Source: an optimization exercise on an open RTL-to-GDS flow (aim: small area). Production flows keep margins and buffers that such runs may drop.
RTL that was checked went through simulation tests only; none was proved equivalent to the original.
The RTL of run 1 was laid out without a check of its function.

==> flow/design.v, too long to show whole: its modules and the start of the top module <==
// module calc_mvd_cost: 942 lines
module calc_mvd_cost (
    input                       ap_clk,
    input                       ap_rst,
    input                       ap_start,
    input                       ap_ce,
    output logic                ap_done,
    output logic                ap_ready,
    output logic                ap_idle,
    input        [31:0]         x,
    input        [31:0]         y,
    input        [31:0]         mv_shift,
    input        [15:0]         mv_cand_0,
    input        [15:0]         mv_cand_1,
    input        [15:0]         mv_cand_2,
    input        [15:0]         mv_cand_3,
    output logic [63:0]         bitcost,
    output logic                bitcost_ap_vld,
    input        [63:0]         lambda_sqrt_integer_int64,
    input        [63:0]         lambda_sqrt_decimal_int64,
    output logic [63:0]         mvd_cost_int64,
    output logic                mvd_cost_int64_ap_vld
);
  // ...
==> flow/flow/run.sh <==
#!/bin/bash
set -euo pipefail
work=$(pwd)
mkdir -p custom
# ORFS's synth.tcl, with the ABC script swapped after the preamble sets it
sed 's|^source \$::env(SCRIPTS_DIR)/synth_preamble.tcl$|&\nset abc_args [lreplace $abc_args 1 1 '"$work"'/flow/abc_area_timing.script]|' \
    "$FLOW_HOME/scripts/synth.tcl" > custom/synth.tcl
grep -q abc_area_timing custom/synth.tcl
sed 's|^source \$::env(SCRIPTS_DIR)/synth.tcl$|source '"$work"'/custom/synth.tcl|' synth_recipe.tcl > custom/synth_recipe.tcl
grep -q custom/synth.tcl custom/synth_recipe.tcl
bash standard.sh SYNTH_SCRIPT="$work/custom/synth_recipe.tcl" SYNTH_ARGS=-noabc \
    "BUFFER_PORTS_ARGS=-buffer_cell sky130_fd_sc_hd__buf_1" finish > standard_flow.log 2>&1
==> flow/flow/abc_area_timing.script <==
&get -n
&st
&dch
&nf -R 1000
&put
buffer -c
topo
stime -c
upsize -c
dnsize -c
==> flow/standard.sh <==
#!/bin/bash
# synth_recipe.tcl (not shown) runs the flow's synth.tcl, then flattens the netlist and writes it again
# the make line also repeats each setting of config.mk as NAME=value (left out here)
make -C /OpenROAD-flow-scripts/flow DESIGN_CONFIG=/design/flow/config.mk WORK_HOME=/design/flow/orfs CLKGATE_MAP_FILE= SYNTH_SCRIPT=/design/flow/synth_recipe.tcl "${@:-finish}"
==> flow/config.mk <==
export PLATFORM = sky130hd
export DESIGN_NAME = calc_mvd_cost
export DESIGN_NICKNAME = calc_mvd_cost
export VERILOG_FILES = /design/flow/design.v
export SDC_FILE = /design/flow/constraint.sdc
export NUM_CORES = 4
export LEC_CHECK = 0
export CAP_MARGIN = 20
export CORE_MARGIN = 2
export CORE_UTILIZATION = 40
export SLEW_MARGIN = 20
==> flow/constraint.sdc <==
create_clock -name core_clock -period 9.0 [get_ports {ap_clk}]
set_input_delay 1.8000 -clock core_clock [delete_from_list [all_inputs] [get_ports {ap_clk}]]
set_output_delay 1.8000 -clock core_clock [all_outputs]
set_load 0.01 [all_outputs]
==> flow_summary.json, run 1 <==
{
  "path_depth": 28,
  "synth_simple_gate_area_share_pct": 17.2,
  "io_buffers": 278,
  "synth_edf_count": 296,
  "worstSetupPathType": "in2reg",
  "grt_setup_unrepaired": "no",
  "cts_root_buffer": "clkbuf_16",
  "gp_routability_congestion": 0.889,
  "multi_input_comb_area_um2": 17500,
  "dp_cells": 3545,
  "crit_fanout": 14,
  "status": "no timing/DRC/antenna violations",
  "die_w_um": 264,
  "busiest_layer": "met2",
  "nClkBuffers": 35,
  "seq_area_um2": 9060,
  "drv_cap": 0,
  "clockNetworkAreaShare_pct": 3.29,
  "core_area_um2": 67000,
  "endpoint": "cb_v1[0]$_DFFE_PP_",
  "detail_route.wl_per_cell_um": 16.6,
  "die_h_um": 264,
  "ant_nets": 0,
  "cts_setup_buffers": 0,
  "netlist_area_um2": 27100,
  "r2r-end": "p2[27]$_DFFE_PP_",
  "grt_usage_pct": 17.2,
  "synth_most_common_cell": "fa_1",
  "seq_area_share_pct": 29.1,
  "yosysUniqueCellTypes": 71,
  "relSlewSlack_pct": 35.1,
  "clk_path_buf_depth": 3,
  "max_freq_mhz": 115,
  "max_stage_delay_ns": 0.40,
  "met3_usage_pct": 2.57,
  "cpMaxStageDelayCell": "fa_2",
  "taps": 873,
  "path_common_cell": "fa_2",
  "hold_end": "r4[11]$_DFFE_PP_"
}
==> inputs of run 2 (changes only) <==
--- a/flow/design.v
+++ b/flow/design.v
@@ -33,18 +33,17 @@
         f1 = ~big & (s[4] ? (u[15:0] == 16'hFFFF) : (u[31:16] == 16'hFFFF));
         shift_axis = {f1, f0, lo};
     endfunction
     function automatic logic [4:0] comp_class(input logic [17:0] xa, input logic [15:0] c);
         logic [16:0] t;
         logic [7:0]  rh, ih;
         logic        cl, ch;
         logic [15:0] d;
-        logic [14:0] u;
-        logic [15:1] th;
+        logic [15:0] a;
         logic        sgn, sml, one;
         logic [3:0]  l;
         cl = 1'b1;
         for (int i = 0; i < 8; i++) begin
             t[i] = xa[i] ^ ~c[i] ^ cl;
             cl = (xa[i] & ~c[i]) | (cl & (xa[i] ^ ~c[i]));
         end
         ch = 1'b0;
@@ -53,26 +52,21 @@
             ch = (xa[i] & ~c[i]) | (ch & (xa[i] ^ ~c[i]));
         end
         ih = rh + 8'd1;
         t[15:8] = cl ? ih : rh;
         t[16] = ch | (cl & (&rh));
         d = t[15:0];
         sgn = d[15];
         sml = (d[15] ^ t[16] ^ c[15]) ? xa[16] : xa[17];
-        u = d[14:0] ^ {15{sgn}};
-        for (int i = 1; i < 15; i++)
-            th[i] = (|(u >> i)) | (sgn & (&(u | ~((15'd1 << i) - 15'd1))));
-        th[15] = sgn & (&u);
-        l[3] = th[8];
-        l[2] = (th[4] & ~th[8]) | th[12];
-        l[1] = (th[2] & ~th[4]) | (th[6] & ~th[8]) | (th[10] & ~th[12]) | th[14];
-        l[0] = (th[1] & ~th[2]) | (th[3] & ~th[4]) | (th[5] & ~th[6]) | (th[7] & ~th[8]) |
-               (th[9] & ~th[10]) | (th[11] & ~th[12]) | (th[13] & ~th[14]) | th[15];
-        one = (u[14:1] == 14'd0) & (u[0] ^ sgn);
+        a = sgn ? (~d + 16'd1) : d;
+        l = 4'd0;
+        for (int i = 1; i < 16; i++)
+            if (a[i]) l = i[3:0];
+        one = (a == 16'd1);
         comp_class = {one & sml, l | {4{~sml}}};
     endfunction
     logic [17:0] xa, ya;
     logic [4:0]  ca_h, ca_v, cb_h, cb_v;
     assign xa = shift_axis(x, mv_shift[4:0], shift_big);
     assign ya = shift_axis(y, mv_shift[4:0], shift_big);
     assign ca_h = comp_class(xa, mv_cand_0);
     assign ca_v = comp_class(ya, mv_cand_1);
==> flow/config.mk (replaced) <==
export PLATFORM = sky130hd
export DESIGN_NAME = calc_mvd_cost
export DESIGN_NICKNAME = calc_mvd_cost
export VERILOG_FILES = /design/flow/design.v
export SDC_FILE = /design/flow/constraint.sdc
export NUM_CORES = 4
export LEC_CHECK = 0
export CAP_MARGIN = 20
export CORE_MARGIN = 2
export CORE_UTILIZATION = 40
export CTS_BUF_LIST = sky130_fd_sc_hd__clkbuf_4
export SLEW_MARGIN = 20
==> flow_summary.json, run 2 <==
{
  "final_common_cell": "fa_1",
  "grt_setup_unrepaired": "no",
  "max_stage_delay_ns": 0.56,
  "yosys_most_used_dff": "edfxtp_1",
  "viasPerCell": 4.96,
  "ys_seq_area_share_pct": 33.5,
  "ys_seq_elements": 303,
  "detail_route.wl_per_cell_um": 16.6,
  "area_growth_pct": 10.8,
  "first_global_vias": 19400,
  "min_period_over_period_pct": 92.4,
  "hold_class": "reg2reg",
  "final_util_pct": 44.7,
  "skew_ns": 0.0672,
  "crit_start": "ca_h1[4]$_DFFE_PP_",
  "async_flop_share_pct": 2.31,
  "r2r-start": "ca_h1[4]$_DFFE_PP_",
  "fin_tns_setup_ns": 0,
  "relSlewSlack_pct": 36.5,
  "cp-end-kind": "flip-flop",
  "drt_iter0_drc": 720,
  "antenna_found_initial": 9,
  "hold_depth": 0,
  "die_h_um": 264,
  "dp_hpwl_um": 47800,
  "drv_cap": 0,
  "start_util_pct": 40.3,
  "synthTopCellsByCount": "352 x fa_1, 296 x edfxtp_1, 219 x and2_1",
  "overflow": 0,
  "max_freq_mhz": 120,
  "cp.required_ns": 9.50,
  "clock_latency_ns": 0.80,
  "synth_area_leaders": "edfxtp_1 33%, fa_1 26%, and2_1 5.1%, ha_1 4.4%, xnor2_1 3.2%",
  "cpMaxStageDelayCell": "fa_1",
  "rows": 95,
  "drc": 0,
  "cts_num_sinks": 303,
  "layout_common_cells": "352 x fa_1, 296 x edfxtp_1, 273 x buf_1",
  "die-area_um2": 69700,
  "yosysWarnings": 1,
  "gp_routability_congestion": 0.892,
  "netlist_instances": 2332,
  "reg_top3": "r3 x44, r4 x44, r5 x44",
  "wirelength_um": 59600,
  "min_period_ns": 8.31,
  "h-tree-depth": 3,
  "drive_gt1_share_pct": 9.48,
  "grt_usage_pct": 17.3,
  "drtPass1Iterations": 5,
  "status": "no timing/DRC/antenna violations",
  "cts_buffers": 79,
  "syn_area_per_cell_um2": 11.6,
  "io_buffers": 278,
  "r2r_slack_ns": 0.69,
  "ff2ff_path_depth": 31,
  "setup_viol": 0,
  "hold_end": "m4[5]$_DFFE_PP_",
  "nFillCells": 6351,
  "crit_fanout": 22,
  "r2r-end": "p2[27]$_DFFE_PP_",
  "cts_setup_buffers": 0,
  "netlist.top_cell.by_area": "edfxtp_1",
  "netlist_area_um2": 27000,
  "clk_path_buf_depth": 3,
  "crit_path_start_kind": "flip-flop",
  "layout.nets": 3401,
  "worst_slew_pin_slew_ns": 0.952,
  "yosys.area.top_type_share_pct": 32.9,
  "clk_pin_slew_ns": 0.06,
  "finalInstanceArea_um2": 30000,
  "synth_most_common_cell": "fa_1",
  "die_w_um": 264,
  "hold_slack_ns": 0.380,
  "tritoncts": "yes",
  "min_from": "m3[5]$_DFFE_PP_",
  "yosysUniqueCellTypes": 73,
  "synth_edf_count": 296,
  "ios": 425,
  "cts_root_buffer": "clkbuf_4",
  "place_area_um2": 28900,
  "finalHoldViolCount": 0,
  "ant_nets": 0,
  "grt_pass1_wl_um": 96900,
  "core_area_um2": 67000,
  "crit_arrival_ns": 8.81,
  "maxSlewViolCount": 0,
  "vias": 17900,
  "worstSetupPathType": "reg2reg",
  "grt_max_degree": 80
}
[run 2: logic make-up after synthesis]
group,Yosys count,synth area share [%]
DFF,303,33.5
xor gates and xnor gates,153,4.98
adders and majority gates,448,30.5
buffers and inverters,209,4.51
other,2,0.0278
muxes,101,4.05
and+or+nand+nor,841,16.6
AOI/OAI and AO/OA,275,5.78
[run 2: worst max path at each step]
stage,to,slack (ns),depth (start not counted)
detailed placement,ca_h1[0]$_DFFE_PP_,-0.08,31
global placement,ca_h1[0]$_DFFE_PP_,0.06,31
CTS,p2[28]$_DFFE_PP_,0.48,31
global route,ca_h1[0]$_DFFE_PP_,0.11,31
floorplan,ca_v1[0]$_DFFE_PP_,0.27,29
finish,p2[27]$_DFFE_PP_,0.69,31
[run 2: layout make-up]
cell class | instances | area [µm²] | share of cell area [%]
Antenna cell | 4 | 10.0 | 0.0334
Clock buffer | 110 | 826 | 2.75
Clock inverter | 31 | 210 | 0.701
Inverter | 45 | 169 | 0.563
Multi-Input combinational cell | 1896 | 17100 | 57.1
Sequential cell | 303 | 9060 | 30.2
Tap cell | 873 | 1090 | 3.64
Timing Repair Buffer | 336 | 1490 | 4.97
[run 2: per-stage QoR]
step,std cells,setup WS [ns]
CTS,3594,0.478
detailed placement,3453,-0.0761
finish,3598,0.688
global placement,3453,0.0598
floorplan,2408,0.266
global route,3597,0.113
[run 2: worst max-delay path, delay by kind of cell, from the launching register on]
kind / cells / cell delay (ns)
simple gates: 8 / 0.85
fa+ha+maj: 8 / 3.09
buf+inv: 2 / 0.43
flops: 1 / 0.41
xor+xnor: 1 / 0.11
compound gates: 11 / 2.66
mux: 1 / 0.49
[run 2: metal layers]
layer | track usage (%) | vias to the layer above | share of wire (%)
met3 | 3.65 | 96 | 5.0
li1 | - | 8524 | -
met1 | 20.5 | 8804 | 40
met4 | 5.79 | 14 | 2.5
met5 | 0 | - | 0.16
met2 | 31.1 | 416 | 52
[run 2: repair_timing]
action | CTS | global route
hold buffers | 0 | 0
gates resized for setup | 0 | 1
endpoints found under the hold margin | 0 | 0
setup endpoints to repair | 0 | 3
==> inputs of run 3 (changes only) <==
--- a/flow/config.mk
+++ b/flow/config.mk
@@ -10,3 +10,4 @@
 export CORE_UTILIZATION = 40
-export CTS_BUF_LIST = sky130_fd_sc_hd__clkbuf_4
+export CTS_CLUSTER_DIAMETER = 150
+export CTS_CLUSTER_SIZE = 30
 export SLEW_MARGIN = 20
==> flow_summary.json, run 3 <==
{
  "status": "no timing/DRC/antenna violations",
  "drt_iter0_drc": 939,
  "antenna_found_initial": 7,
  "hold_class": "reg2reg",
  "clk_path_buf_depth": 3,
  "drc": 0,
  "area_growth_pct": 8.54,
  "drtPass1Iterations": 5,
  "crit_fanout": 5,
  "dp_hpwl_um": 47800,
  "netlist_area_um2": 27000,
  "crit_path_start_kind": "input pin",
  "grt_max_degree": 80,
  "yosys_most_used_dff": "edfxtp_1",
  "crit_arrival_ns": 8.68,
  "skew_ns": 0.0306,
  "setup_ws_ns": 0.599,
  "cpMaxStageDelayCell": "fa_1",
  "yosysUniqueCellTypes": 73,
  "clk_pin_slew_ns": 0.11,
  "overflow": 0,
  "max_stage_delay_ns": 0.44,
  "rows": 95,
  "synthTopCellsByCount": "352 x fa_1, 296 x edfxtp_1, 219 x and2_1",
  "setup_viol": 0,
  "fin_tns_setup_ns": 0,
  "grt_setup_unrepaired": "no",
  "synth_area_leaders": "edfxtp_1 33%, fa_1 26%, and2_1 5.1%, ha_1 4.4%, xnor2_1 3.2%",
  "core_area_um2": 67000,
  "path_common_cell": "fa_1",
  "layout_common_cells": "352 x fa_1, 296 x edfxtp_1, 273 x buf_1",
  "drive_gt1_share_pct": 5.88,
  "relSlewSlack_pct": 37.0,
  "synth_edf_count": 296,
  "place_ws_ns": -0.0761,
  "netlist_instances": 2332,
  "ant_nets": 0,
  "vias": 17500,
  "syn_area_per_cell_um2": 11.6,
  "reg_top3": "r3 x44, r4 x44, r5 x44",
  "ys_seq_area_share_pct": 33.5,
  "final_common_cell": "fa_1",
  "cp.required_ns": 9.27,
  "worstSetupPathType": "in2reg",
  "yosysWarnings": 1,
  "nFillCells": 6361,
  "gp_routability_congestion": 0.892,
  "place_area_um2": 28900,
  "finalHoldViolCount": 0,
  "min_period_over_period_pct": 93.3,
  "ios": 425,
  "cts_hold_buffers": 0,
  "cts_buffers": 14,
  "first_global_vias": 18800,
  "finalInstanceArea_um2": 29400,
  "drv_cap": 0,
  "cts_root_buffer": "clkbuf_16",
  "maxSlewViolCount": 0,
  "antenna_cells": 0,
  "clock_latency_ns": 0.54,
  "die-area_um2": 69700,
  "cp-end-kind": "flip-flop",
  "max_freq_mhz": 119,
  "min_period_ns": 8.40,
  "wirelength_um": 58700,
  "h-tree-depth": 1,
  "detail_route.wl_per_cell_um": 16.9,
  "viasPerCell": 5.03,
  "grt_usage_pct": 16.8,
  "tritoncts": "yes",
  "yosys.area.top_type_share_pct": 32.9,
  "die_w_um": 264,
  "start_util_pct": 40.3,
  "netlist.top_cell.by_area": "edfxtp_1",
  "layout.nets": 3337,
  "grt_pass1_wl_um": 95200,
  "async_flop_share_pct": 2.31,
  "worst_slew_pin_slew_ns": 0.946,
  "io_buffers": 278,
  "cts_num_sinks": 303,
  "synth_most_common_cell": "fa_1",
  "ys_seq_elements": 303,
  "die_h_um": 264
}
## run 3: cell counts after synthesis
Identical to the previous run, type by type.
## run 3: final cells by class
cell class	instances	area (µm²)	share of cell area (%)
Multi-Input combinational cell	1896	17100	58.3
Sequential cell	303	9060	30.9
Timing Repair Buffer	337	1500	5.10
Tap cell	873	1090	3.72
Clock buffer	18	387	1.32
Inverter	45	169	0.575
Clock inverter	2	32.5	0.111
## run 3: path summary, 6_finish.rpt
check                              startpoint                    end  slack [ns]  cells after the start
min in group asynchronous              ap_rst     vld[0]$_DFFE_PP0P_        1.15                      2
max in group asynchronous              ap_rst  ap_idle_r$_DFFE_PP1P_        7.59                      2
hold reg to reg              r3[37]$_DFFE_PP_       r4[37]$_DFFE_PP_        0.42                      0
hold / removal               r3[37]$_DFFE_PP_       r4[37]$_DFFE_PP_        0.42                      0
setup reg to reg           ca_h1[4]$_DFFE_PP_       p2[27]$_DFFE_PP_        0.66                     31
setup / recovery                  mv_shift[7]     ca_h1[0]$_DFFE_PP_        0.60                     32
## run 3: repair_timing
| action | 4_1_cts | 5_1_grt |
|---|---|---|
| resized for setup | 0 | 1 |
| setup buffers | 0 | 1 |
| setup endpoints to repair | 0 | 6 |
## run 3: logic make-up after synthesis
kind of cell	share of synthesized area, %
other cells	0.0278
compound gates	5.78
flops	33.5
xor+xnor	4.98
fa+ha+maj	30.5
mux	4.05
buf+inv	4.51
simple gates	16.6
## run 3: through the flow
| stage | util [%] | hold WS (ns) | instances |
|---|---|---|---|
| 3_5_place_dp | 43.1 | 0.405 | 3453 |
| 4_1_cts | 43.8 | 0.418 | 3473 |
| 5_1_grt | 43.8 | 0.429 | 3474 |
| 6_report | 43.8 | 0.425 | 3474 |
| 3_3_place_gp | 43.1 | 0.400 | 3453 |
| 2_1_floorplan | - | 0.400 | 2408 |
## run 3: layer usage
| layer | global-route usage, % | routed length, µm | vias up |
|---|---|---|---|
| li1 | - | - | 8311 |
| met1 | 20.7 | 24100 | 8699 |
| met2 | 30.9 | 30700 | 392 |
| met3 | 2.47 | 2670 | 72 |
| met4 | 3.96 | 1160 | 14 |
| met5 | 0 | 97 | - |
## run 3: critical path, delay by kind of cell
kind	cells	cell delay (ns)
buf+inv	3	0.42
compound gates	5	0.54
xor+xnor	2	0.39
fa+ha+maj	8	3.02
simple gates	14	2.49
==> inputs of run 4 (changes only) <==
--- a/flow/config.mk
+++ b/flow/config.mk
@@ -10,4 +10,4 @@
 export CORE_UTILIZATION = 40
-export CTS_CLUSTER_DIAMETER = 150
-export CTS_CLUSTER_SIZE = 30
+export CTS_CLUSTER_DIAMETER = 100
+export CTS_CLUSTER_SIZE = 24
 export SLEW_MARGIN = 20
==> flow_summary.json, run 4 <==
{
  "setup_viol": 0,
  "rows": 95,
  "wirelength_um": 59100,
  "max_freq_mhz": 119,
  "worst_slew_pin_slew_ns": 0.949,
  "hold_slack_ns": 0.421,
  "antenna_found_initial": 7,
  "maxSlewViolCount": 0,
  "die_h_um": 264,
  "drv_cap": 0,
  "start_util_pct": 40.3,
  "cpMaxStageDelayCell": "fa_1",
  "die-area_um2": 69700,
  "netlist_instances": 2332,
  "seq_area_um2": 9060,
  "grt_setup_unrepaired": "no",
  "drtPass1Iterations": 5,
  "status": "no timing/DRC/antenna violations",
  "worstSetupPathType": "in2reg",
  "crit_arrival_ns": 8.68,
  "clock_latency_ns": 0.54,
  "grt_usage_pct": 16.9,
  "relSlewSlack_pct": 36.7,
  "layout.nets": 3341,
  "dp_hpwl_um": 47800,
  "die_w_um": 264,
  "cp-end-kind": "flip-flop",
  "skew_ns": 0.0236,
  "synthTopCellsByCount": "352 x fa_1, 296 x edfxtp_1, 219 x and2_1",
  "synth_most_common_cell": "fa_1",
  "layout_common_cells": "352 x fa_1, 296 x edfxtp_1, 273 x buf_1",
  "nFillCells": 6338,
  "h-tree-depth": 1,
  "clk_path_buf_depth": 3,
  "drc": 0,
  "tritoncts": "yes",
  "ys_seq_area_share_pct": 33.5,
  "path_common_cell": "fa_1",
  "yosysWarnings": 1,
  "ant_nets": 0,
  "cts_hold_buffers": 0,
  "cts_root_buffer": "clkbuf_16",
  "final_common_cell": "fa_1",
  "yosys.area.top_type_share_pct": 32.9,
  "io_buffers": 278,
  "viasPerCell": 5.04,
  "core_area_um2": 67000,
  "first_global_vias": 18800,
  "min_period_over_period_pct": 93.5,
  "antenna_cells": 0,
  "synth_area_leaders": "edfxtp_1 33%, fa_1 26%, and2_1 5.1%, ha_1 4.4%, xnor2_1 3.2%",
  "synth_edf_count": 296,
  "hold_depth": 0,
  "grt_max_degree": 80,
  "detail_route.wl_per_cell_um": 17.0,
  "netlist.top_cell.by_area": "edfxtp_1",
  "hold_class": "reg2reg",
  "max_stage_delay_ns": 0.44,
  "syn_area_per_cell_um2": 11.6,
  "ios": 425,
  "ff2ff_path_depth": 31,
  "reg_top3": "r3 x44, r4 x44, r5 x44",
  "crit_path_start_kind": "input pin",
  "grt_pass1_wl_um": 95400,
  "vias": 17500,
  "multi_input_comb_area_um2": 17100,
  "async_flop_share_pct": 2.31,
  "yosysUniqueCellTypes": 73,
  "cts_num_sinks": 303,
  "area_growth_pct": 9.07,
  "cts_buffers": 18,
  "yosys_most_used_dff": "edfxtp_1",
  "finalHoldViolCount": 0,
  "gp_routability_congestion": 0.892,
  "min_period_ns": 8.41,
  "drive_gt1_share_pct": 6.17,
  "clk_pin_slew_ns": 0.09,
  "drt_iter0_drc": 849,
  "overflow": 0,
  "netlist_area_um2": 27000,
  "ys_seq_elements": 303,
  "cp.required_ns": 9.26,
  "crit_fanout": 5
}
run 4: cell types whose count changed in the layout (fill, tap and decap cells not counted), sizes merged:
cell | previous run | this run
clkbuf | 22 | 26
clkinv | 3 | 4
inv | 44 | 47
run 4: worst paths after layout:
| check | from | end | slack [ns] |
|---|---|---|---|
| setup / recovery | mv_shift[7] | ca_h1[0]$_DFFE_PP_ | 0.59 |
| hold reg to reg | r4[2]$_DFFE_PP_ | r5[2]$_DFFE_PP_ | 0.42 |
| min in group asynchronous | ap_rst | vld[0]$_DFFE_PP0P_ | 1.15 |
| setup reg to reg | ca_h1[4]$_DFFE_PP_ | p2[27]$_DFFE_PP_ | 0.71 |
| hold / removal | r4[2]$_DFFE_PP_ | r5[2]$_DFFE_PP_ | 0.42 |
| max in group asynchronous | ap_rst | ap_idle_r$_DFFE_PP1P_ | 7.59 |
run 4: kinds of logic (layout without fill, tap and decap cells):
logic type                 after synthesis  after routing  share of synthesized area (%)
buffers and inverters                  209            410                           4.51
xor gates and xnor gates               153            153                           4.98
muxes                                  101            101                           4.05
and+or+nand+nor                        841            841                           16.6
adders and majority gates              448            448                           30.5
DFF                                    303            303                           33.5
other                                    2             78                         0.0278
AOI/OAI and AO/OA                      275            275                           5.78
run 4: layer usage:
layer	GRT usage, %	part of all wire, %	up-vias
li1	-	-	8325
met1	20.7	41	8734
met2	30.9	52	382
met3	2.42	4.5	83
met4	4.65	2.4	14
met5	0	0.16	-
run 4: per-stage QoR:
| step | std cells | util (%) | setup WS (ns) | cell area, µm² | TNS (ns) |
|---|---|---|---|---|---|
| floorplan | 2408 | - | 0.266 | 27300 | 0 |
| global route | 3482 | 44.0 | 0.00960 | 29500 | 0 |
| finish | 3482 | 44.0 | 0.585 | 29500 | 0 |
| global placement | 3453 | 43.1 | 0.0598 | 28900 | 0 |
| CTS | 3481 | 44.0 | 0.468 | 29500 | 0 |
| detailed placement | 3453 | 43.1 | -0.0761 | 28900 | -0.0761 |
run 4: critical path, delay by kind of cell:
family / cells / cell delay, ns
adders and majority gates: 8 / 3.02
xor gates and xnor gates: 2 / 0.39
and+or+nand+nor: 14 / 2.49
buffers and inverters: 3 / 0.42
AOI/OAI and AO/OA: 5 / 0.54
run 4: what timing repair did:
action / CTS / global route
setup buffers: 0 / 1
resized for setup: 0 / 1
endpoints found under the hold margin: 0 / 0
setup endpoints to repair: 0 / 6
run 4: cell type report:
| class | count | area share (%) |
|---|---|---|
| flip-flops and latches | 303 | 30.7 |
| multi-input cells | 1896 | 58.0 |
| inverters | 45 | 0.573 |
| well taps | 873 | 3.70 |
| repair buffers | 337 | 5.08 |
| clock buffers | 22 | 1.65 |
| clock inverters | 6 | 0.259 |
==> inputs of run 5 (changes only) <==
--- a/flow/config.mk
+++ b/flow/config.mk
@@ -7,3 +7,3 @@
 export LEC_CHECK = 0
-export CAP_MARGIN = 20
+export CAP_MARGIN = 5
 export CORE_MARGIN = 2
@@ -12,2 +12,2 @@
 export CTS_CLUSTER_SIZE = 24
-export SLEW_MARGIN = 20
+export SLEW_MARGIN = 5
==> flow_summary.json, run 5 <==
{
  "viasPerCell": 5.04,
  "synth_top_family_by_area": "adder cells",
  "wirelength_um": 59100,
  "max_freq_mhz": 119,
  "dp_cells": 3453,
  "gp_routability_congestion": 0.892,
  "die_h_um": 264,
  "die_w_um": 264,
  "ios": 425,
  "core_area_um2": 67000,
  "critical_path_buf_inv_count": 3,
  "start_util_pct": 40.3,
  "multi_input_comb_area_um2": 17100,
  "yosys.area_share.xor_xnor_pct": 4.98,
  "maxSlewViolCount": 0,
  "clk_pin_slew_ns": 0.09,
  "synth-compound-area-share_pct": 5.78,
  "critical_path.top_delay_family": "adder cells",
  "layout_common_cells": "352 x fa_1, 296 x edfxtp_1, 273 x buf_1",
  "clock_latency_ns": 0.54,
  "yosysUniqueCellTypes": 73,
  "netlist.top_cell.by_area": "edfxtp_1",
  "drv_cap": 0,
  "crit_path_start_kind": "input pin",
  "async_flop_share_pct": 2.31,
  "grt_setup_unrepaired": "no",
  "cts_num_sinks": 303,
  "antenna_cells": 0,
  "die-area_um2": 69700,
  "synth_area_leaders": "edfxtp_1 33%, fa_1 26%, and2_1 5.1%, ha_1 4.4%, xnor2_1 3.2%",
  "worst_slew_pin_slew_ns": 0.949,
  "rows": 95,
  "h-tree-depth": 1,
  "detail_route.wl_per_cell_um": 17.0,
  "fin_cells": 3482,
  "skew_ns": 0.0236,
  "final_common_cell": "fa_1",
  "cpMaxStageDelayCell": "fa_1",
  "layout.nets": 3341,
  "dr_wl_met2_um": 30600,
  "grt_max_degree": 80,
  "antenna_found_initial": 7,
  "max_stage_delay_ns": 0.44,
  "nFillCells": 6338,
  "yosysWarnings": 1,
  "drc": 0,
  "crit_fanout": 5,
  "vias": 17500,
  "tritoncts": "yes",
  "cts_buffers": 18,
  "grt_usage_pct": 16.9,
  "drt_iter0_drc": 849,
  "seq_area_um2": 9060,
  "relSlewSlack_pct": 36.7,
  "min_period_over_period_pct": 93.5,
  "path_common_cell": "fa_1",
  "crit_arrival_ns": 8.68,
  "clk_path_buf_depth": 3,
  "grt_pass1_wl_um": 95400,
  "netlist_area_um2": 27000,
  "worstSetupPathType": "in2reg",
  "setup_viol": 0,
  "synth_most_common_cell": "fa_1",
  "ys_seq_area_share_pct": 33.5,
  "hold_class": "reg2reg",
  "synth_edf_count": 296,
  "area_growth_pct": 9.07,
  "dp_hpwl_um": 47800,
  "yosys.area.top_type_share_pct": 32.9,
  "top_layer": "met5",
  "min_period_ns": 8.41,
  "reg_top3": "r3 x44, r4 x44, r5 x44",
  "synth-adder-area-share_pct": 30.5,
  "ys_seq_elements": 303,
  "finalHoldViolCount": 0,
  "status": "no timing/DRC/antenna violations",
  "cts_root_buffer": "clkbuf_16",
  "synthTopCellsByCount": "352 x fa_1, 296 x edfxtp_1, 219 x and2_1",
  "ant_nets": 0,
  "first_global_vias": 18800,
  "yosys_most_used_dff": "edfxtp_1",
  "wl_met3_um": 2680,
  "syn_area_per_cell_um2": 11.6,
  "synth_simple_gate_area_share_pct": 16.6,
  "hold_slack_ns": 0.421,
  "wl_met1_um": 24200,
  "drive_gt1_share_pct": 6.17,
  "cp.required_ns": 9.26,
  "io_buffers": 278,
  "drtPass1Iterations": 5,
  "muxShareOfSynthArea_pct": 4.05,
  "netlist_instances": 2332,
  "cp-end-kind": "flip-flop",
  "overflow": 0
}
## run 5: cell counts in the layout (fill, tap and decap cells not counted)
Identical to the previous run, type by type.
## run 5: final timing paths
kind | startpoint | end | slack [ns] | cells after the start
setup / recovery | mv_shift[7] | ca_h1[0]$_DFFE_PP_ | 0.59 | 32
hold / removal | r4[2]$_DFFE_PP_ | r5[2]$_DFFE_PP_ | 0.42 | 0
setup reg to reg | ca_h1[4]$_DFFE_PP_ | p2[27]$_DFFE_PP_ | 0.71 | 31
hold reg to reg | r4[2]$_DFFE_PP_ | r5[2]$_DFFE_PP_ | 0.42 | 0
max in group asynchronous | ap_rst | ap_idle_r$_DFFE_PP1P_ | 7.59 | 2
min in group asynchronous | ap_rst | vld[0]$_DFFE_PP0P_ | 1.15 | 2
## run 5: layout make-up
cell class | instances | area share, %
tap | 873 | 3.70
clock buffer | 22 | 1.65
multi-input combinational | 1896 | 58.0
timing repair buffer | 337 | 5.08
inverter | 45 | 0.573
clock inverter | 6 | 0.259
sequential | 303 | 30.7
## run 5: through the flow
step / worst slack, ns / setup TNS (ns) / area [µm²] / utilization, %
2_1_floorplan: 0.266 / 0 / 27300 / -
3_3_place_gp: 0.0598 / 0 / 28900 / 43.1
3_5_place_dp: -0.0761 / -0.0761 / 28900 / 43.1
4_1_cts: 0.468 / 0 / 29500 / 44.0
5_1_grt: 0.00960 / 0 / 29500 / 44.0
6_report: 0.585 / 0 / 29500 / 44.0
## run 5: cells by family after synthesis
group	count (synthesis)
and+or+nand+nor	841
adders and majority gates	448
DFF	303
AOI/OAI and AO/OA	275
buffers and inverters	209
xor gates and xnor gates	153
muxes	101
other	2
## run 5: what timing repair did
action                                  4_1_cts  5_1_grt
resized for setup                             0        1
buffers inserted                              0        1
hold buffers                                  0        0
endpoints found under the setup margin        0        6
## run 5: per-layer routing
| layer | track usage [%] | vias to the layer above |
|---|---|---|
| met4 | 4.65 | 14 |
| met3 | 2.42 | 83 |
| li1 | - | 8325 |
| met1 | 20.7 | 8734 |
| met2 | 30.9 | 382 |
| met5 | 0 | - |
==> inputs of run 6 (changes only) <==
--- a/flow/config.mk
+++ b/flow/config.mk
@@ -7,7 +7,5 @@
 export LEC_CHECK = 0
-export CAP_MARGIN = 5
+export CAP_MARGIN = 20
 export CORE_MARGIN = 2
 export CORE_UTILIZATION = 40
-export CTS_CLUSTER_DIAMETER = 100
-export CTS_CLUSTER_SIZE = 24
-export SLEW_MARGIN = 5
+export SLEW_MARGIN = 20
==> flow_summary.json, run 6 <==
{
  "relSlewSlack_pct": 35.1,
  "grt_setup_unrepaired": "no",
  "nFillCells": 6295,
  "synth_edf_count": 296,
  "grt_max_degree": 80,
  "drive_gt1_share_pct": 6.94,
  "first_global_vias": 19000,
  "setup_viol": 0,
  "reg_top3": "r3 x44, r4 x44, r5 x44",
  "skew_ns": 0.0191,
  "crit_arrival_ns": 8.58,
  "cpMaxStageDelayCell": "fa_1",
  "status": "no timing/DRC/antenna violations",
  "cts_root_buffer": "clkbuf_16",
  "cts_buffers": 34,
  "clock_latency_ns": 0.53,
  "synth_most_common_cell": "fa_1",
  "min_period_over_period_pct": 92.4,
  "viasPerCell": 5.01,
  "final_util_pct": 44.8,
  "hold_class": "reg2reg",
  "fin_cells": 3509,
  "layout_common_cells": "352 x fa_1, 296 x edfxtp_1, 273 x buf_1",
  "worst_slew_pin_slew_ns": 0.973,
  "antenna_found_initial": 7,
  "netlist.top_cell.by_area": "edfxtp_1",
  "max_stage_delay_ns": 0.56,
  "worstSetupPathType": "reg2reg",
  "gp_routability_congestion": 0.892,
  "core_area_um2": 67000,
  "tritoncts": "yes",
  "maxSlewViolCount": 0,
  "yosys_most_used_dff": "edfxtp_1",
  "drtPass1Iterations": 4,
  "layout.nets": 3357,
  "start_util_pct": 40.3,
  "h-tree-depth": 2,
  "cp.required_ns": 9.26,
  "overflow": 0,
  "async_flop_share_pct": 2.31,
  "yosys.area.top_type_share_pct": 32.9,
  "ant_nets": 0,
  "fin_tns_setup_ns": 0,
  "clk_pin_slew_ns": 0.06,
  "die-area_um2": 69700,
  "netlist_area_um2": 27000,
  "ys_seq_area_share_pct": 33.5,
  "io_buffers": 278,
  "crit_fanout": 22,
  "detail_route.wl_per_cell_um": 16.9,
  "cts_num_sinks": 303,
  "min_period_ns": 8.32,
  "clk_path_buf_depth": 3,
  "grt_pass1_wl_um": 96000,
  "crit_path_start_kind": "flip-flop",
  "cp-end-kind": "flip-flop",
  "wirelength_um": 59200,
  "final_common_cell": "fa_1",
  "rows": 95,
  "yosysWarnings": 1,
  "die_w_um": 264,
  "drc": 0,
  "max_freq_mhz": 120,
  "finalHoldViolCount": 0,
  "area_growth_pct": 10.9,
  "synthTopCellsByCount": "352 x fa_1, 296 x edfxtp_1, 219 x and2_1",
  "antenna_cells": 0,
  "ys_seq_elements": 303,
  "yosysUniqueCellTypes": 73,
  "grt_usage_pct": 17.0,
  "ios": 425,
  "dp_hpwl_um": 47800,
  "synth_area_leaders": "edfxtp_1 33%, fa_1 26%, and2_1 5.1%, ha_1 4.4%, xnor2_1 3.2%",
  "drv_cap": 0,
  "dp_cells": 3453,
  "vias": 17600,
  "drt_iter0_drc": 840,
  "die_h_um": 264,
  "netlist_instances": 2332,
  "syn_area_per_cell_um2": 11.6
}
run 6: cell type report:
cell class              instances  area (µm²)  area share (%)
clock buffers                  38         887            2.96
flip-flops and latches        303        9060            30.2
inverters                      45         169           0.563
well taps                     873        1090            3.64
multi-input cells            1896       17100            57.1
clock inverters                17         176           0.588
repair buffers                337        1500            4.99
run 6: kinds of logic (layout without fill, tap and decap cells):
family	after synthesis	count (layout)	synth area share, %
and+or+nand+nor	841	841	16.6
adders and majority gates	448	448	30.5
DFF	303	303	33.5
AOI/OAI and AO/OA	275	275	5.78
buffers and inverters	209	437	4.51
xor gates and xnor gates	153	153	4.98
muxes	101	101	4.05
other	2	78	0.0278
run 6: worst max-delay path, delay by kind of cell (launching register included):
kind            cells  cell delay (ns)
fa+ha+maj           8             3.10
compound gates     10             2.39
simple gates       10             1.08
mux                 1             0.48
buf+inv             2             0.43
flops               1             0.40
xor+xnor            1             0.15
run 6: worst paths after layout:
| check | endpoint | depth (start not counted) | slack [ns] | start |
|---|---|---|---|---|
| setup / recovery | p2[22]$_DFFE_PP_ | 32 | 0.68 | ca_h1[4]$_DFFE_PP_ |
| hold reg to reg | r5[4]$_DFFE_PP_ | 0 | 0.41 | r4[4]$_DFFE_PP_ |
| hold / removal | r5[4]$_DFFE_PP_ | 0 | 0.41 | r4[4]$_DFFE_PP_ |
| setup reg to reg | p2[22]$_DFFE_PP_ | 32 | 0.68 | ca_h1[4]$_DFFE_PP_ |
| min in group asynchronous | vld[0]$_DFFE_PP0P_ | 2 | 1.17 | ap_rst |
| max in group asynchronous | ap_idle_r$_DFFE_PP1P_ | 2 | 7.57 | ap_rst |
run 6: stage by stage:
| stage | instance area [µm²] | hold slack (ns) | setup WS [ns] |
|---|---|---|---|
| 6_report | 30000 | 0.405 | 0.682 |
| 5_1_grt | 30000 | 0.400 | 0.0793 |
| 4_1_cts | 30000 | 0.404 | 0.450 |
| 3_5_place_dp | 28900 | 0.405 | -0.0761 |
| 3_3_place_gp | 28900 | 0.400 | 0.0598 |
| 2_1_floorplan | 27300 | 0.400 | 0.266 |
run 6: repair_timing:
item,CTS,global route
buffers inserted,0,1
gates resized for setup,0,2
setup endpoints to repair,0,3
hold buffers,0,0
run 6: routing by layer:
layer	vias to the layer above	track usage [%]	routed length, µm
li1	8374	-	-
met1	8717	20.6	24100
met2	384	30.8	30700
met3	83	3.14	2890
met4	14	5.08	1460
met5	-	0	97
==> inputs of run 7 (changes only) <==
==> flow/flow/abc_area_timing.script (replaced) <==
&get -n
&st
&dch
&nf -R 1000
&st
&dch
&nf -R 1000
&put
buffer -c
topo
stime -c
upsize -c
dnsize -c
--- a/flow/config.mk
+++ b/flow/config.mk
@@ -9,3 +9,6 @@
 export CORE_MARGIN = 2
-export CORE_UTILIZATION = 40
+export CORE_UTILIZATION = 50
+export CTS_CLUSTER_DIAMETER = 100
+export CTS_CLUSTER_SIZE = 24
+export PLACE_DENSITY = 0.7
 export SLEW_MARGIN = 20
==> flow_summary.json, run 7 <==
{
  "status": "no timing/DRC/antenna violations",
  "layout_common_cells": "352 x fa_1, 296 x edfxtp_1, 273 x buf_1",
  "cts_num_sinks": 303,
  "seq_area_um2": 9060,
  "grt_pass1_wl_um": 92100,
  "max_stage_delay_ns": 0.46,
  "relSlewSlack_pct": 33.5,
  "hold_end": "r5[1]$_DFFE_PP_",
  "maxSlewViolCount": 0,
  "die_h_um": 236,
  "nFillCells": 4686,
  "hold_depth": 0,
  "netlist.top_cell.by_area": "edfxtp_1",
  "vias": 17600,
  "synthTopCellsByCount": "352 x fa_1, 296 x edfxtp_1, 219 x and2_1",
  "overflow": 0,
  "h-tree-depth": 1,
  "netlist_instances": 2351,
  "yosysUniqueCellTypes": 72,
  "crit_path_start_kind": "input pin",
  "synth_area_leaders": "edfxtp_1 33%, fa_1 26%, and2_1 5.1%, ha_1 4.4%, xnor2_1 3.3%",
  "dp_cells": 3296,
  "wirelength_um": 55800,
  "r2r_slack_ns": 0.79,
  "clk_path_buf_depth": 3,
  "synth_edf_count": 296,
  "cts_buffers": 18,
  "min_from": "r4[1]$_DFFE_PP_",
  "drive_gt1_share_pct": 6.39,
  "ys_seq_elements": 303,
  "grt_usage_pct": 20.2,
  "yosysWarnings": 1,
  "async_flop_share_pct": 2.31,
  "cpMaxStageDelayCell": "or4_1",
  "syn_area_per_cell_um2": 11.5,
  "io_buffers": 278,
  "antenna_found_initial": 5,
  "detail_route.wl_per_cell_um": 16.8,
  "cts_root_buffer": "clkbuf_16",
  "synth_most_common_cell": "fa_1",
  "path_common_cell": "fa_1",
  "tritoncts": "yes",
  "crit_arrival_ns": 8.75,
  "crit_fanout": 6,
  "clock_latency_ns": 0.54,
  "max_freq_mhz": 118,
  "setup_viol": 0,
  "min_period_ns": 8.47,
  "worstSetupPathType": "in2reg",
  "cp.required_ns": 9.28,
  "first_global_vias": 18900,
  "grt_setup_unrepaired": "no",
  "area_growth_pct": 8.37,
  "cts_hold_buffers": 0,
  "hold_slack_ns": 0.393,
  "setup_ws_ns": 0.531,
  "gp_routability_congestion": 0.914,
  "ant_nets": 0,
  "place_ws_ns": -0.249,
  "hold_class": "reg2reg",
  "ios": 425,
  "cp-end-kind": "flip-flop",
  "core_area_um2": 53600,
  "min_period_over_period_pct": 94.1,
  "reg_top3": "r3 x44, r4 x44, r5 x44",
  "drtPass1Iterations": 5,
  "yosys_most_used_dff": "edfxtp_1",
  "skew_ns": 0.0314,
  "layout.nets": 3361,
  "r2r-start": "ca_v1[4]$_DFFE_PP_",
  "worst_slew_pin_slew_ns": 0.997,
  "finalHoldViolCount": 0,
  "netlist_area_um2": 27000,
  "clk_pin_slew_ns": 0.10,
  "r2r-end": "p2[22]$_DFFE_PP_",
  "start_util_pct": 50.4,
  "die-area_um2": 55900,
  "yosys.area.top_type_share_pct": 32.9,
  "drt_iter0_drc": 679,
  "die_w_um": 236,
  "final_common_cell": "fa_1",
  "drc": 0,
  "viasPerCell": 5.29,
  "ff2ff_path_depth": 32,
  "fin_cells": 3326,
  "ys_seq_area_share_pct": 33.6,
  "drv_cap": 0,
  "rows": 85,
  "crit_start": "mv_shift[17]",
  "multi_input_comb_area_um2": 17100,
  "grt_max_degree": 82,
  "dp_hpwl_um": 45000
}
[run 7: changes by cell type after synthesis, sizes merged, moves of 8 or more]
cell / change
buf: -11
nor2b: +8
nand2: -9
xor2: -12
inv: +14
a21oi: +20
[run 7: cell type report]
cell class,count,area share (%)
multi-input cells,1906,58.3
repair buffers,334,5.03
flip-flops and latches,303,31.0
inverters,58,0.744
clock inverters,4,0.227
clock buffers,23,1.71
well taps,696,2.97
diodes,2,0.0171
[run 7: stage by stage]
step                      setup TNS, ns  area, µm²  util (%)
after floorplan                       0      27300         -
after global placement           -0.109      28700      53.5
after detailed placement         -0.887      28700      53.5
after CTS                             0      29300      54.6
after global routing                  0      29300      54.6
final                                 0      29300      54.6
[run 7: logic make-up after synthesis]
kind of cell | Yosys count | synth area share, %
xor+xnor | 146 | 4.90
other cells | 2 | 0.0278
compound gates | 280 | 5.81
flops | 303 | 33.6
fa+ha+maj | 448 | 30.5
mux | 93 | 3.78
buf+inv | 218 | 4.41
simple gates | 861 | 17.0
[run 7: routing by layer]
metal	routed length [µm]	global-route usage (%)	share of wire [%]	vias up
met5	33	0	0.059	-
met4	1090	4.95	2.0	6
met3	2460	2.94	4.4	69
met2	29300	37.5	53	340
met1	22800	24.7	41	8822
li1	-	-	-	8347
[run 7: what timing repair did]
action                                  4_1_cts  5_1_grt
gates resized for setup                       0        2
buffers inserted                              0        1
endpoints found under the setup margin        0        5
[run 7: worst max-delay path by stage]
stage / end / slack, ns / depth (start not counted)
after floorplan: ca_h1[0]$_DFFE_PP_ / 0.23 / 29
after global placement: ca_v1[0]$_DFFE_PP_ / -0.05 / 32
after detailed placement: ca_v1[0]$_DFFE_PP_ / -0.25 / 31
after CTS: ca_v1[0]$_DFFE_PP_ / 0.30 / 31
after global routing: cb_v1[0]$_DFFE_PP_ / 0.07 / 31
final: ca_v1[0]$_DFFE_PP_ / 0.53 / 32
[run 7: worst max-delay path: cells and delay by family]
kind / cells / cell delay, ns
AOI/OAI and AO/OA: 4 / 0.36
buffers and inverters: 5 / 0.70
and+or+nand+nor: 13 / 2.23
xor gates and xnor gates: 2 / 0.54
adders and majority gates: 8 / 3.11
==> inputs of run 8 (changes only) <==
==> flow/flow/abc_area_timing.script (replaced) <==
&get -n
&st
&dch
&nf -R 1000
&put
buffer -c
topo
stime -c
upsize -c
dnsize -c
==> flow_summary.json, run 8 <==
{
  "status": "no timing/DRC/antenna violations",
  "worst_slew_pin_slew_ns": 0.927,
  "die-area_um2": 56000,
  "vias": 17600,
  "critical_path.top_delay_family": "adder cells",
  "gp_routability_congestion": 0.946,
  "synth_area_leaders": "edfxtp_1 33%, fa_1 26%, and2_1 5.1%, ha_1 4.4%, xnor2_1 3.2%",
  "grt_usage_pct": 20.5,
  "min_from": "m4[2]$_DFFE_PP_",
  "drv_cap": 0,
  "min_period_ns": 8.53,
  "grt_setup_unrepaired": "no",
  "hold_end": "m5[2]$_DFFE_PP_",
  "yosys.area.top_type_share_pct": 32.9,
  "place_ws_ns": -0.108,
  "die_w_um": 237,
  "layout_common_cells": "352 x fa_1, 296 x edfxtp_1, 273 x buf_1",
  "netlist_instances": 2332,
  "start_util_pct": 50.5,
  "dp_cells": 3276,
  "syn_area_per_cell_um2": 11.6,
  "cpMaxStageDelayCell": "fa_1",
  "yosysWarnings": 1,
  "wirelength_um": 56700,
  "drt_iter0_drc": 794,
  "synthTopCellsByCount": "352 x fa_1, 296 x edfxtp_1, 219 x and2_1",
  "die_h_um": 237,
  "critical_path_buf_inv_count": 3,
  "r2r-start": "ca_v1[4]$_DFFE_PP_",
  "path_common_cell": "fa_1",
  "cts_hold_buffers": 0,
  "multi_input_comb_area_um2": 17100,
  "grt_max_degree": 74,
  "ff2ff_path_depth": 29,
  "antenna_found_initial": 6,
  "cts_buffers": 17,
  "setup_viol": 0,
  "ios": 425,
  "clk_path_buf_depth": 3,
  "min_period_over_period_pct": 94.7,
  "netlist.top_cell.by_area": "edfxtp_1",
  "max_freq_mhz": 117,
  "nFillCells": 4654,
  "max_stage_delay_ns": 0.44,
  "overflow": 0,
  "ys_seq_area_share_pct": 33.5,
  "core_area_um2": 53600,
  "final_common_cell": "fa_1",
  "cp.required_ns": 9.26,
  "setup_ws_ns": 0.473,
  "hold_class": "reg2reg",
  "io_buffers": 278,
  "first_global_vias": 18700,
  "rows": 85,
  "detail_route.wl_per_cell_um": 17.2,
  "netlist_area_um2": 27000,
  "worstSetupPathType": "in2reg",
  "clk_pin_slew_ns": 0.09,
  "reg_top3": "r3 x44, r4 x44, r5 x44",
  "cts_root_buffer": "clkbuf_16",
  "maxSlewViolCount": 0,
  "area_growth_pct": 7.86,
  "r2r_slack_ns": 0.57,
  "skew_ns": 0.0153,
  "cp-end-kind": "flip-flop",
  "grt_pass1_wl_um": 93000,
  "drive_gt1_share_pct": 5.99,
  "ys_seq_elements": 303,
  "crit_arrival_ns": 8.79,
  "crit_path_start_kind": "input pin",
  "yosysUniqueCellTypes": 73,
  "crit_start": "mv_shift[7]",
  "fin_cells": 3305,
  "final_util_pct": 54.4,
  "hold_depth": 0,
  "tritoncts": "yes",
  "r2r-end": "p2[21]$_DFFE_PP_",
  "async_flop_share_pct": 2.31,
  "ant_nets": 0,
  "cts_num_sinks": 303,
  "synth_edf_count": 296,
  "drc": 0,
  "dp_hpwl_um": 45800,
  "layout.nets": 3339,
  "clock_latency_ns": 0.51,
  "finalHoldViolCount": 0,
  "drtPass1Iterations": 6,
  "synth_most_common_cell": "fa_1",
  "relSlewSlack_pct": 38.2,
  "yosys_most_used_dff": "edfxtp_1",
  "crit_fanout": 11,
  "seq_area_um2": 9060,
  "viasPerCell": 5.32,
  "h-tree-depth": 1
}
## run 8: metrics by stage
| step | setup TNS (ns) | cell area [µm²] | hold slack [ns] |
|---|---|---|---|
| 3_5_place_dp | -0.197 | 28700 | 0.405 |
| 2_1_floorplan | 0 | 27300 | 0.400 |
| 5_1_grt | 0 | 29200 | 0.416 |
| 4_1_cts | 0 | 29100 | 0.416 |
| 3_3_place_gp | -0.00740 | 28700 | 0.401 |
| 6_report | 0 | 29200 | 0.415 |
## run 8: final cells by class
class	instances	area share, %
clock buffer	20	1.50
inverter	45	0.579
clock inverter	4	0.133
tap	696	2.98
sequential	303	31.1
multi-input combinational	1896	58.6
timing repair buffer	336	5.11
antenna	5	0.0429
## run 8: routing by layer
layer / vias up / wire, µm / global-route usage, %
met5: - / 23 / 0
li1: 8306 / - / -
met4: 4 / 1140 / 5.27
met2: 408 / 29400 / 37.5
met1: 8778 / 23600 / 26.2
met3: 76 / 2520 / 1.98
## run 8: how the worst max path moves through the flow
stage	endpoint	depth (start not counted)
floorplan	ca_v1[0]$_DFFE_PP_	29
global placement	ca_h1[0]$_DFFE_PP_	32
detailed placement	ca_h1[0]$_DFFE_PP_	32
CTS	ca_h1[0]$_DFFE_PP_	32
global route	p2[21]$_DFFE_PP_	31
finish	ca_h1[0]$_DFFE_PP_	32
## run 8: what timing repair did
| item | CTS | global route |
|---|---|---|
| buffers inserted | 0 | 0 |
| endpoints found under the setup margin | 0 | 6 |
| resized for setup | 0 | 3 |
## run 8: cells by family after synthesis
logic type      share of synthesized area (%)
simple gates                             16.6
fa+ha+maj                                30.5
flops                                    33.5
compound gates                           5.78
buf+inv                                  4.51
xor+xnor                                 4.98
mux                                      4.05
other cells                            0.0278
==> inputs of run 9 (changes only) <==
--- a/flow/flow/run.sh
+++ b/flow/flow/run.sh
@@ -10,3 +10,3 @@
 grep -q custom/synth.tcl custom/synth_recipe.tcl
-bash standard.sh SYNTH_SCRIPT="$work/custom/synth_recipe.tcl" SYNTH_ARGS=-noabc \
+bash standard.sh SYNTH_SCRIPT="$work/custom/synth_recipe.tcl" SYNTH_ARGS=-noabc SYNTH_INSBUF=0 \
     "BUFFER_PORTS_ARGS=-buffer_cell sky130_fd_sc_hd__buf_1" finish > standard_flow.log 2>&1
--- a/flow/config.mk
+++ b/flow/config.mk
@@ -9,6 +9,4 @@
 export CORE_MARGIN = 2
-export CORE_UTILIZATION = 50
-export CTS_CLUSTER_DIAMETER = 100
-export CTS_CLUSTER_SIZE = 24
-export PLACE_DENSITY = 0.7
+export CORE_UTILIZATION = 40
+export GPL_TIMING_DRIVEN = 0
 export SLEW_MARGIN = 20
==> flow_summary.json, run 9 <==
{
  "status": "no timing/DRC/antenna violations",
  "drtPass1Iterations": 7,
  "die-area_um2": 68200,
  "clock_latency_ns": 0.54,
  "async_flop_share_pct": 2.31,
  "yosysWarnings": 1,
  "synthTopCellsByCount": "352 x fa_1, 296 x edfxtp_1, 219 x and2_1",
  "syn_area_per_cell_um2": 11.7,
  "finalHoldViolCount": 0,
  "wirelength_um": 62500,
  "final_common_cell": "fa_1",
  "worstSetupPathType": "reg2reg",
  "drv_cap": 0,
  "top_layer": "met5",
  "first_global_vias": 19200,
  "ff2ff_path_depth": 22,
  "layout_common_cells": "349 x fa_1, 296 x edfxtp_1, 284 x buf_1",
  "synth_most_common_cell": "fa_1",
  "cp.required_ns": 9.28,
  "viasPerCell": 5.08,
  "dp_hpwl_um": 51500,
  "cts_buffers": 34,
  "cp-end-kind": "flip-flop",
  "grt_max_degree": 38,
  "core_area_um2": 65600,
  "worst_slew_pin_slew_ns": 0.799,
  "min_from": "p2[7]$_DFFE_PP_",
  "synth_area_leaders": "edfxtp_1 34%, fa_1 27%, and2_1 5.2%, ha_1 4.5%, xnor2_1 3.3%",
  "gp_routability_congestion": 0.934,
  "hold_depth": 0,
  "crit_path_start_kind": "flip-flop",
  "cpMaxStageDelayCell": "fa_1",
  "drt_iter0_drc": 864,
  "grt_pass1_wl_um": 100000,
  "hold_end": "r3[7]$_DFFE_PP_",
  "start_util_pct": 40.3,
  "vias": 18000,
  "ios": 425,
  "place_ws_ns": -1.44,
  "area_growth_pct": 14.8,
  "cp_cell_sequence": "clkbuf_1 > clkbuf_1 > and2_1 > fa_1 > fa_1 > fa_1 > fa_1 > ha_1 > fa_1 > fa_1 > fa_1 > fa_1 > fa_1 > fa_1 > fa_1 > fa_1 > fa_1 > a31o_2 > nand4_1 > nor2_1 > nand3_1 > xnor2_1",
  "drc": 0,
  "ant_nets": 0,
  "netlist_area_um2": 26400,
  "path_common_cell": "fa_1",
  "io_buffers": 275,
  "ys_seq_area_share_pct": 34.3,
  "setup_ws_ns": 0.433,
  "skew_ns": 0.0228,
  "die_w_um": 261,
  "setup_viol": 0,
  "antenna_found_initial": 7,
  "netlist_instances": 2250,
  "yosysUniqueCellTypes": 73,
  "crit_fanout": 10,
  "drive_gt1_share_pct": 7.38,
  "dr_wl_met2_um": 32600,
  "clk_pin_slew_ns": 0.06,
  "grt_usage_pct": 18.6,
  "wl_met3_um": 2800,
  "synth_edf_count": 296,
  "max_freq_mhz": 117,
  "tritoncts": "yes",
  "max_stage_delay_ns": 0.54,
  "clk_path_buf_depth": 3,
  "overflow": 0,
  "wl_met1_um": 25900,
  "relSlewSlack_pct": 46.4,
  "die_h_um": 261,
  "ys_seq_elements": 303,
  "cts_root_buffer": "clkbuf_16",
  "reg_top3": "r3 x44, r4 x44, r5 x44",
  "h-tree-depth": 2,
  "min_period_ns": 8.57,
  "grt_setup_unrepaired": "no",
  "nFillCells": 6132,
  "yosys_most_used_dff": "edfxtp_1",
  "maxSlewViolCount": 0,
  "r2r_slack_ns": 0.43,
  "r2r-end": "r3[43]$_DFFE_PP_",
  "cts_hold_buffers": 0,
  "rows": 94,
  "hold_class": "reg2reg",
  "cts_num_sinks": 303,
  "netlist.top_cell.by_area": "edfxtp_1",
  "min_period_over_period_pct": 95.2,
  "crit_arrival_ns": 8.85,
  "yosys.area.top_type_share_pct": 33.6,
  "r2r-start": "m2[1]$_DFFE_PP_",
  "detail_route.wl_per_cell_um": 17.6,
  "layout.nets": 3400
}
run 9: metrics by stage:
step	hold WS [ns]	cell area (µm²)	instances	TNS [ns]	util, %
2_1_floorplan	0.400	26700	2326	0	-
3_3_place_gp	0.401	28800	3465	-1460.81	43.9
3_5_place_dp	0.405	29000	3475	-23.30	44.3
4_1_cts	0.410	30200	3537	-0.0433	46.0
5_1_grt	0.420	30300	3548	0	46.2
6_report	0.408	30300	3549	0	46.2
run 9: timing repair:
item	CTS	global route
setup endpoints to repair	25	35
pin swaps	0	5
gates resized for setup	6	32
buffers inserted	2	12
run 9: cell type report:
| cell class | count | area, µm² | share of cell area [%] |
|---|---|---|---|
| inverter | 45 | 169 | 0.557 |
| multi-input combinational | 1896 | 17200 | 56.5 |
| clock inverter | 23 | 190 | 0.627 |
| buffer | 81 | 445 | 1.47 |
| timing repair buffer | 299 | 1350 | 4.46 |
| sequential | 303 | 9060 | 29.9 |
| antenna | 1 | 2.50 | 0.00825 |
| tap | 864 | 1080 | 3.56 |
| clock buffer | 37 | 883 | 2.91 |
run 9: critical path, delay by kind of cell, from the launching register on:
kind	cells	cell delay (ns)
buffers and inverters	2	0.93
xor gates and xnor gates	1	0.14
DFF	1	0.44
AOI/OAI and AO/OA	1	0.28
adders and majority gates	14	5.75
and+or+nand+nor	4	0.75
run 9: logic make-up after synthesis:
family / count (synthesis) / synth area share (%)
xor gates and xnor gates: 153 / 5.10
buffers and inverters: 127 / 2.29
and+or+nand+nor: 841 / 17.0
adders and majority gates: 448 / 31.2
DFF: 303 / 34.3
AOI/OAI and AO/OA: 275 / 5.92
muxes: 101 / 4.15
other: 2 / 0.0284
run 9: worst max path at each step:
stage	start	to	slack, ns	depth (start not counted)
6_report	m2[1]$_DFFE_PP_	r3[43]$_DFFE_PP_	0.43	22
5_1_grt	mv_shift[7]	ca_v1[0]$_DFFE_PP_	0.02	32
4_1_cts	mv_shift[7]	ca_v1[0]$_DFFE_PP_	-0.04	31
3_5_place_dp	mv_shift[7]	cb_v1[0]$_DFFE_PP_	-1.44	30
3_3_place_gp	ap_ce	ap_idle	-6.72	5
2_1_floorplan	mv_shift[9]	ca_v1[0]$_DFFE_PP_	0.27	29
run 9: metal layers:
| metal | global-route usage, % | vias to the layer above |
|---|---|---|
| met2 | 34.4 | 444 |
| met3 | 2.57 | 85 |
| met4 | 4.29 | 8 |
| li1 | - | 8443 |
| met1 | 22.9 | 9054 |
| met5 | 0 | - |

==> re-timing with driven ports <==
The flow's constraints put no driver on any port. The routed layouts listed below were extracted and timed again, unchanged, in two steps.
Step 1 sets driving cells, clkbuf_16 on the clock port and buf_2 on the other inputs (assumed; they add their load-dependent delay and slew).
Step 2 moves the port delays by t, midway between the first and last clock arrival at a register: inputs arrive t later, outputs are due t later. That takes back most of the time a late clock gives input paths.
a / b / c = no drivers / after step 1 / after step 2; a / b = the first two.
| run | t (ns) | setup WS [ns] | worst setup path after step 2 | pins driven straight from the clock port |
|---|---|---|---|---|
| run 1 | 0.619 | 0.340 / 0.372 / -0.247 | input to register | 1 |
| run 2 | 0.819 | 0.688 / 0.688 / -0.089 | input to register | 1 |
| run 3 | 0.579 | 0.599 / 0.638 / 0.059 | input to register | 1 |
| run 4 | 0.589 | 0.585 / 0.625 / 0.037 | input to register | 1 |
| run 5 | 0.589 | 0.585 / 0.625 / 0.037 | input to register | 1 |
| run 6 | 0.577 | 0.682 / 0.682 / 0.146 | input to register | 1 |
| run 7 | 0.587 | 0.531 / 0.571 / -0.015 | input to register | 1 |
| run 8 | 0.566 | 0.473 / 0.512 / -0.053 | input to register | 1 |
| run 9 | 0.591 | 0.433 / 0.433 / -0.051 | input to register | 1 |
With both steps, setup timing fails in 5 of these runs, where it was met with ideal ports. The setup slack of run 2, which loses most, moves by 0.000 ns with the drivers and by -0.777 ns with both steps.
